From an optimization exercise on the open Yosys and OpenROAD flow, aimed at small area; shortcuts taken in it are not production practice.
Power and IR drop assume default switching activity.

// saat
module saat
 # (
    parameter BIR_SANIYE = 12_000,
    parameter [10:0] M_T = 0,
    parameter [13:0] M_Z = 0,
    parameter [4:0]  M_R = 0,
    parameter [2:0]  M_MT = 0,
    parameter [3:0]  M_MU = 0,
    parameter [1:0]  M_HT = 0,
    parameter [3:0]  M_HU = 0,
    parameter [3:0]  M_C = 0,
    parameter [1:0]  M_P = 0,
    parameter        M_I = 0,
    parameter        M_L = 0
   )
   (
    input sys_clk,
    input rst_n,
    input button_1,
    input button_2,
    output [2:0] led,
    output [7:0] segment,
    output [3:0] digit
   );
For scale: ~210 cells after synthesis, about 2000 um^2 of cells after synthesis.
==> flow/config.mk <==
export PLATFORM = sky130hd
export DESIGN_NAME = saat
export DESIGN_NICKNAME = saat
export VERILOG_FILES = /design/flow/design.v
export SDC_FILE = /design/flow/constraint.sdc
export NUM_CORES = 4
export LEC_CHECK = 0
export CAP_MARGIN = 20
export CORE_MARGIN = 2
export CORE_UTILIZATION = 40
export SLEW_MARGIN = 20
==> flow/constraint.sdc <==
create_clock -name core_clock -period 10.0 [get_ports {sys_clk}]
set_input_delay 2.0000 -clock core_clock [delete_from_list [all_inputs] [get_ports {sys_clk}]]
set_output_delay 2.0000 -clock core_clock [all_outputs]
set_load 0.01 [all_outputs]
standard.sh (not shown) runs the stock make flow with config.mk's settings and CLKGATE_MAP_FILE= SYNTH_SCRIPT=/design/flow/synth_recipe.tcl, a recipe that flattens the netlist after the stock synthesis.
==> flow/flow/run.sh <==
#!/bin/bash
# Own layout flow: the standard synthesis, then the combinational logic between
# the registers re-mapped by ABC for area (registers, their names and cells
# untouched), then the standard layout from floorplan to finish.
set -euo pipefail
cd "$(dirname "$0")/.."
W=$(pwd)
R=$W/orfs/results/$FLOW_PLATFORM/saat/base
YOSYS=$FLOW_HOME/../tools/install/yosys/bin/yosys
LIB=$FLOW_HOME/platforms/$FLOW_PLATFORM/lib/sky130_fd_sc_hd__tt_025C_1v80.lib

bash standard.sh synth > "$W/flow_synth.log" 2>&1
cp "$R/1_2_yosys.v" "$W/std_synth.v"

DONT_USE=$(sed -n '/^export DONT_USE_CELLS/,/^$/p' "$FLOW_HOME/platforms/$FLOW_PLATFORM/config.mk" \
  | tr ' \\' '\n\n' | grep '^sky130_fd_sc_hd__' | sed 's/^/-dont_use /' | tr '\n' ' ')

best=""
best_area=""
for s in flow/abc_a.script flow/abc_b.script flow/abc_c.script; do
  n=$(basename "$s" .script)
  cat > "$W/remap_$n.ys" <<EOY
read_liberty -ignore_miss_func $LIB
read_verilog $W/std_synth.v
hierarchy -top $FLOW_TOP
setattr -mod -set keep_hierarchy 1 sky130_fd_sc_hd__dfxtp_1 sky130_fd_sc_hd__conb_1
flatten
select $FLOW_TOP
rename -hide w:*.*
opt
abc -liberty $LIB $DONT_USE -script $W/$s
opt_clean -purge
hilomap -singleton -hicell sky130_fd_sc_hd__conb_1 HI -locell sky130_fd_sc_hd__conb_1 LO
insbuf -buf sky130_fd_sc_hd__buf_1 A X
splitnets
opt_clean -purge
tee -o $W/remap_$n.stat stat -liberty $LIB
write_verilog -noattr -noexpr -nohex -nodec -selected $W/remap_$n.v
EOY
  if "$YOSYS" -s "$W/remap_$n.ys" > "$W/remap_$n.log" 2>&1; then
    a=$(grep "Chip area" "$W/remap_$n.stat" | awk '{print $NF}')
    echo "$n $a" >> "$W/remap_areas.txt"
    if [[ -z "$best" ]] || awk "BEGIN{exit !($a < $best_area)}"; then
      best=$n; best_area=$a
    fi
  fi
done

if [[ -n "$best" ]]; then
  cp "$W/remap_$best.v" "$R/1_2_yosys.v"
  rm -f "$R/1_synth.odb" "$R/1_synth.sdc"
fi
echo "chosen: ${best:-standard} ${best_area}" >> "$W/remap_areas.txt"

bash standard.sh "BUFFER_PORTS_ARGS=-buffer_cell sky130_fd_sc_hd__buf_1" "CTS_ARGS=-repair_clock_nets -dont_use_dummy_load -buf_list sky130_fd_sc_hd__clkbuf_16" finish > "$W/flow_layout.log" 2>&1
==> flow/flow/abc_a.script <==
strash
dc2
dch -f
amap
==> flow/flow/abc_b.script <==
strash
dc2
&get -n
&dch -f
&nf -a
&put
==> flow/flow/abc_c.script <==
strash
dch -f
map -a
The starting point ran to the end with no violations.
Then changed:
--- a/flow/flow/run.sh
+++ b/flow/flow/run.sh
@@ -54,2 +54,2 @@
 
-bash standard.sh "BUFFER_PORTS_ARGS=-buffer_cell sky130_fd_sc_hd__buf_1" "CTS_ARGS=-repair_clock_nets -dont_use_dummy_load -buf_list sky130_fd_sc_hd__clkbuf_16" finish > "$W/flow_layout.log" 2>&1
+bash standard.sh "BUFFER_PORTS_ARGS=-buffer_cell sky130_fd_sc_hd__buf_1" "CTS_ARGS=-sink_clustering_enable -repair_clock_nets -dont_use_dummy_load -buf_list sky130_fd_sc_hd__clkbuf_16 -sink_buffer_max_cap_derate 1.0 -sink_clustering_size 60" finish > "$W/flow_layout.log" 2>&1
Effect:
- The new run completed with no timing, DRC or antenna violations
- total power stays the same
- first-iteration DRC count is unchanged
- global-route usage does not change
- wire length is unchanged
- die area stays the same
- non-clock buffer count is unchanged
- design area is unchanged
- sequential share of layout area is unchanged
- flip-flop and latch count does not change
- sequential power barely changes
Function was not checked in any run of this note: the RTL went through the layout flow alone.

saat again, from the RTL that the note above started with.
==> flow/config.mk <==
export PLATFORM = sky130hd
export DESIGN_NAME = saat
export DESIGN_NICKNAME = saat
export VERILOG_FILES = /design/flow/design.v
export SDC_FILE = /design/flow/constraint.sdc
export NUM_CORES = 4
export LEC_CHECK = 0
export CAP_MARGIN = 20
export CORE_MARGIN = 2
export CORE_UTILIZATION = 40
export SLEW_MARGIN = 20
==> flow/constraint.sdc <==
create_clock -name core_clock -period 10.0 [get_ports {sys_clk}]
set_input_delay 2.0000 -clock core_clock [delete_from_list [all_inputs] [get_ports {sys_clk}]]
set_output_delay 2.0000 -clock core_clock [all_outputs]
set_load 0.01 [all_outputs]
==> flow/flow/run.sh <==
#!/bin/bash
# Own layout flow: the standard synthesis, then the combinational logic between
# the registers re-mapped by ABC for area (registers, their names and cells
# untouched), then the standard layout from floorplan to finish.
set -euo pipefail
cd "$(dirname "$0")/.."
W=$(pwd)
R=$W/orfs/results/$FLOW_PLATFORM/saat/base
YOSYS=$FLOW_HOME/../tools/install/yosys/bin/yosys
LIB=$FLOW_HOME/platforms/$FLOW_PLATFORM/lib/sky130_fd_sc_hd__tt_025C_1v80.lib

bash standard.sh synth > "$W/flow_synth.log" 2>&1
cp "$R/1_2_yosys.v" "$W/std_synth.v"

DONT_USE=$(sed -n '/^export DONT_USE_CELLS/,/^$/p' "$FLOW_HOME/platforms/$FLOW_PLATFORM/config.mk" \
  | tr ' \\' '\n\n' | grep '^sky130_fd_sc_hd__' | sed 's/^/-dont_use /' | tr '\n' ' ')

best=""
best_area=""
for s in flow/abc_a.script flow/abc_b.script flow/abc_c.script; do
  n=$(basename "$s" .script)
  cat > "$W/remap_$n.ys" <<EOY
read_liberty -ignore_miss_func $LIB
read_verilog $W/std_synth.v
hierarchy -top $FLOW_TOP
setattr -mod -set keep_hierarchy 1 sky130_fd_sc_hd__dfxtp_1 sky130_fd_sc_hd__conb_1
flatten
select $FLOW_TOP
rename -hide w:*.*
opt
abc -liberty $LIB $DONT_USE -script $W/$s
opt_clean -purge
hilomap -singleton -hicell sky130_fd_sc_hd__conb_1 HI -locell sky130_fd_sc_hd__conb_1 LO
insbuf -buf sky130_fd_sc_hd__buf_1 A X
splitnets
opt_clean -purge
tee -o $W/remap_$n.stat stat -liberty $LIB
write_verilog -noattr -noexpr -nohex -nodec -selected $W/remap_$n.v
EOY
  if "$YOSYS" -s "$W/remap_$n.ys" > "$W/remap_$n.log" 2>&1; then
    a=$(grep "Chip area" "$W/remap_$n.stat" | awk '{print $NF}')
    echo "$n $a" >> "$W/remap_areas.txt"
    if [[ -z "$best" ]] || awk "BEGIN{exit !($a < $best_area)}"; then
      best=$n; best_area=$a
    fi
  fi
done

if [[ -n "$best" ]]; then
  cp "$W/remap_$best.v" "$R/1_2_yosys.v"
  rm -f "$R/1_synth.odb" "$R/1_synth.sdc"
fi
echo "chosen: ${best:-standard} ${best_area}" >> "$W/remap_areas.txt"

bash standard.sh "BUFFER_PORTS_ARGS=-buffer_cell sky130_fd_sc_hd__buf_1" "CTS_ARGS=-sink_clustering_enable -repair_clock_nets -dont_use_dummy_load" finish > "$W/flow_layout.log" 2>&1
Scripts as last shown in full above: flow/flow/abc_a.script, flow/flow/abc_b.script, flow/flow/abc_c.script
==> next run, changes <==
--- a/flow/flow/run.sh
+++ b/flow/flow/run.sh
@@ -54,2 +54,2 @@
 
-bash standard.sh "BUFFER_PORTS_ARGS=-buffer_cell sky130_fd_sc_hd__buf_1" "CTS_ARGS=-sink_clustering_enable -repair_clock_nets -dont_use_dummy_load" finish > "$W/flow_layout.log" 2>&1
+bash standard.sh "BUFFER_PORTS_ARGS=-buffer_cell sky130_fd_sc_hd__buf_1" "CTS_ARGS=-sink_clustering_enable -repair_clock_nets -dont_use_dummy_load -buf_list sky130_fd_sc_hd__clkbuf_16" finish > "$W/flow_layout.log" 2>&1
=> The changed run completed without violations; sequential share of layout area goes down by 1.1 points; core utilization goes up by 1.2 points; clock skew goes down by 7.8 ps; wire length goes down by 0.35%; worst setup slack improved by 9.9 ps; total power goes up by 15%; via count goes down by 0.84%; hold slack is about the same; cell count stays the same.
==> next run, changes <==
--- a/flow/flow/run.sh
+++ b/flow/flow/run.sh
@@ -54,2 +54,2 @@
 
-bash standard.sh "BUFFER_PORTS_ARGS=-buffer_cell sky130_fd_sc_hd__buf_1" "CTS_ARGS=-sink_clustering_enable -repair_clock_nets -dont_use_dummy_load -buf_list sky130_fd_sc_hd__clkbuf_16" finish > "$W/flow_layout.log" 2>&1
+bash standard.sh "BUFFER_PORTS_ARGS=-buffer_cell sky130_fd_sc_hd__buf_1" "CTS_ARGS=-sink_clustering_enable -repair_clock_nets -dont_use_dummy_load -buf_list sky130_fd_sc_hd__clkbuf_8 -sink_buffer_max_cap_derate 1.0" finish > "$W/flow_layout.log" 2>&1
Effect:
- global-route usage is about the same
- critical path depth is unchanged
- final cell count stays the same
- flip-flop and latch count does not change
- worst setup slack gets worse by 9.9 ps
- routed wire length goes up by 0.35%
- power goes down by 13%
- die area does not change
==> next run, changes <==
--- a/flow/flow/run.sh
+++ b/flow/flow/run.sh
@@ -54,2 +54,2 @@
 
-bash standard.sh "BUFFER_PORTS_ARGS=-buffer_cell sky130_fd_sc_hd__buf_1" "CTS_ARGS=-sink_clustering_enable -repair_clock_nets -dont_use_dummy_load -buf_list sky130_fd_sc_hd__clkbuf_8 -sink_buffer_max_cap_derate 1.0" finish > "$W/flow_layout.log" 2>&1
+bash standard.sh "BUFFER_PORTS_ARGS=-buffer_cell sky130_fd_sc_hd__buf_1" "CTS_ARGS=-sink_clustering_enable -repair_clock_nets -dont_use_dummy_load -buf_list sky130_fd_sc_hd__clkbuf_8 -sink_clustering_size 60 -sink_clustering_max_diameter 200" finish > "$W/flow_layout.log" 2>&1
The changed run completed with no timing, DRC or antenna violations.
Total power does not change.
Die area is unchanged.
Core utilization stays the same.
Wire length stays the same.
Critical path depth does not change.
First-iteration DRC count stays the same.
Sequential share of layout area is unchanged.
Cell area does not change.
No functional check of the RTL was part of any run of this note.

==> static timing again, ports no longer ideal <==
The flow's constraints put no driver on any port. The routed layouts listed below were extracted and timed again, unchanged, in two steps. Step 1: set_driving_cell puts a clkbuf_16 on sys_clk and a buf_2 on each other input, an assumption about the parent block. Step 2, shift: input delay + t, output delay - t, t = (earliest + latest rising clock arrival at the registers) / 2. This alone moves slack from input paths to output paths. Slacks: ideal ports / drivers / drivers and shift; pairs: ideal ports / drivers.
| run | shift t [ns] | setup slack, ns | worst register clock-pin slew, ns | worst slew at a driven data input, ns |
|---|---|---|---|---|
| the first run of note 1 | 0.311 | 6.612 / 6.577 / 6.417 | 0.06 / 0.06 | 0.03 |
| the second run of note 1 | 0.311 | 6.612 / 6.577 / 6.417 | 0.06 / 0.06 | 0.03 |
| the first run of note 2 | 0.314 | 6.602 / 6.572 / 6.413 | 0.09 / 0.09 | 0.03 |
| the second run of note 2 | 0.311 | 6.612 / 6.577 / 6.417 | 0.06 / 0.06 | 0.03 |
| the third run of note 2 | 0.314 | 6.602 / 6.572 / 6.413 | 0.09 / 0.09 | 0.03 |
| the fourth run of note 2 | 0.314 | 6.602 / 6.572 / 6.413 | 0.09 / 0.09 | 0.03 |
After both steps setup and hold are still met in every run listed.
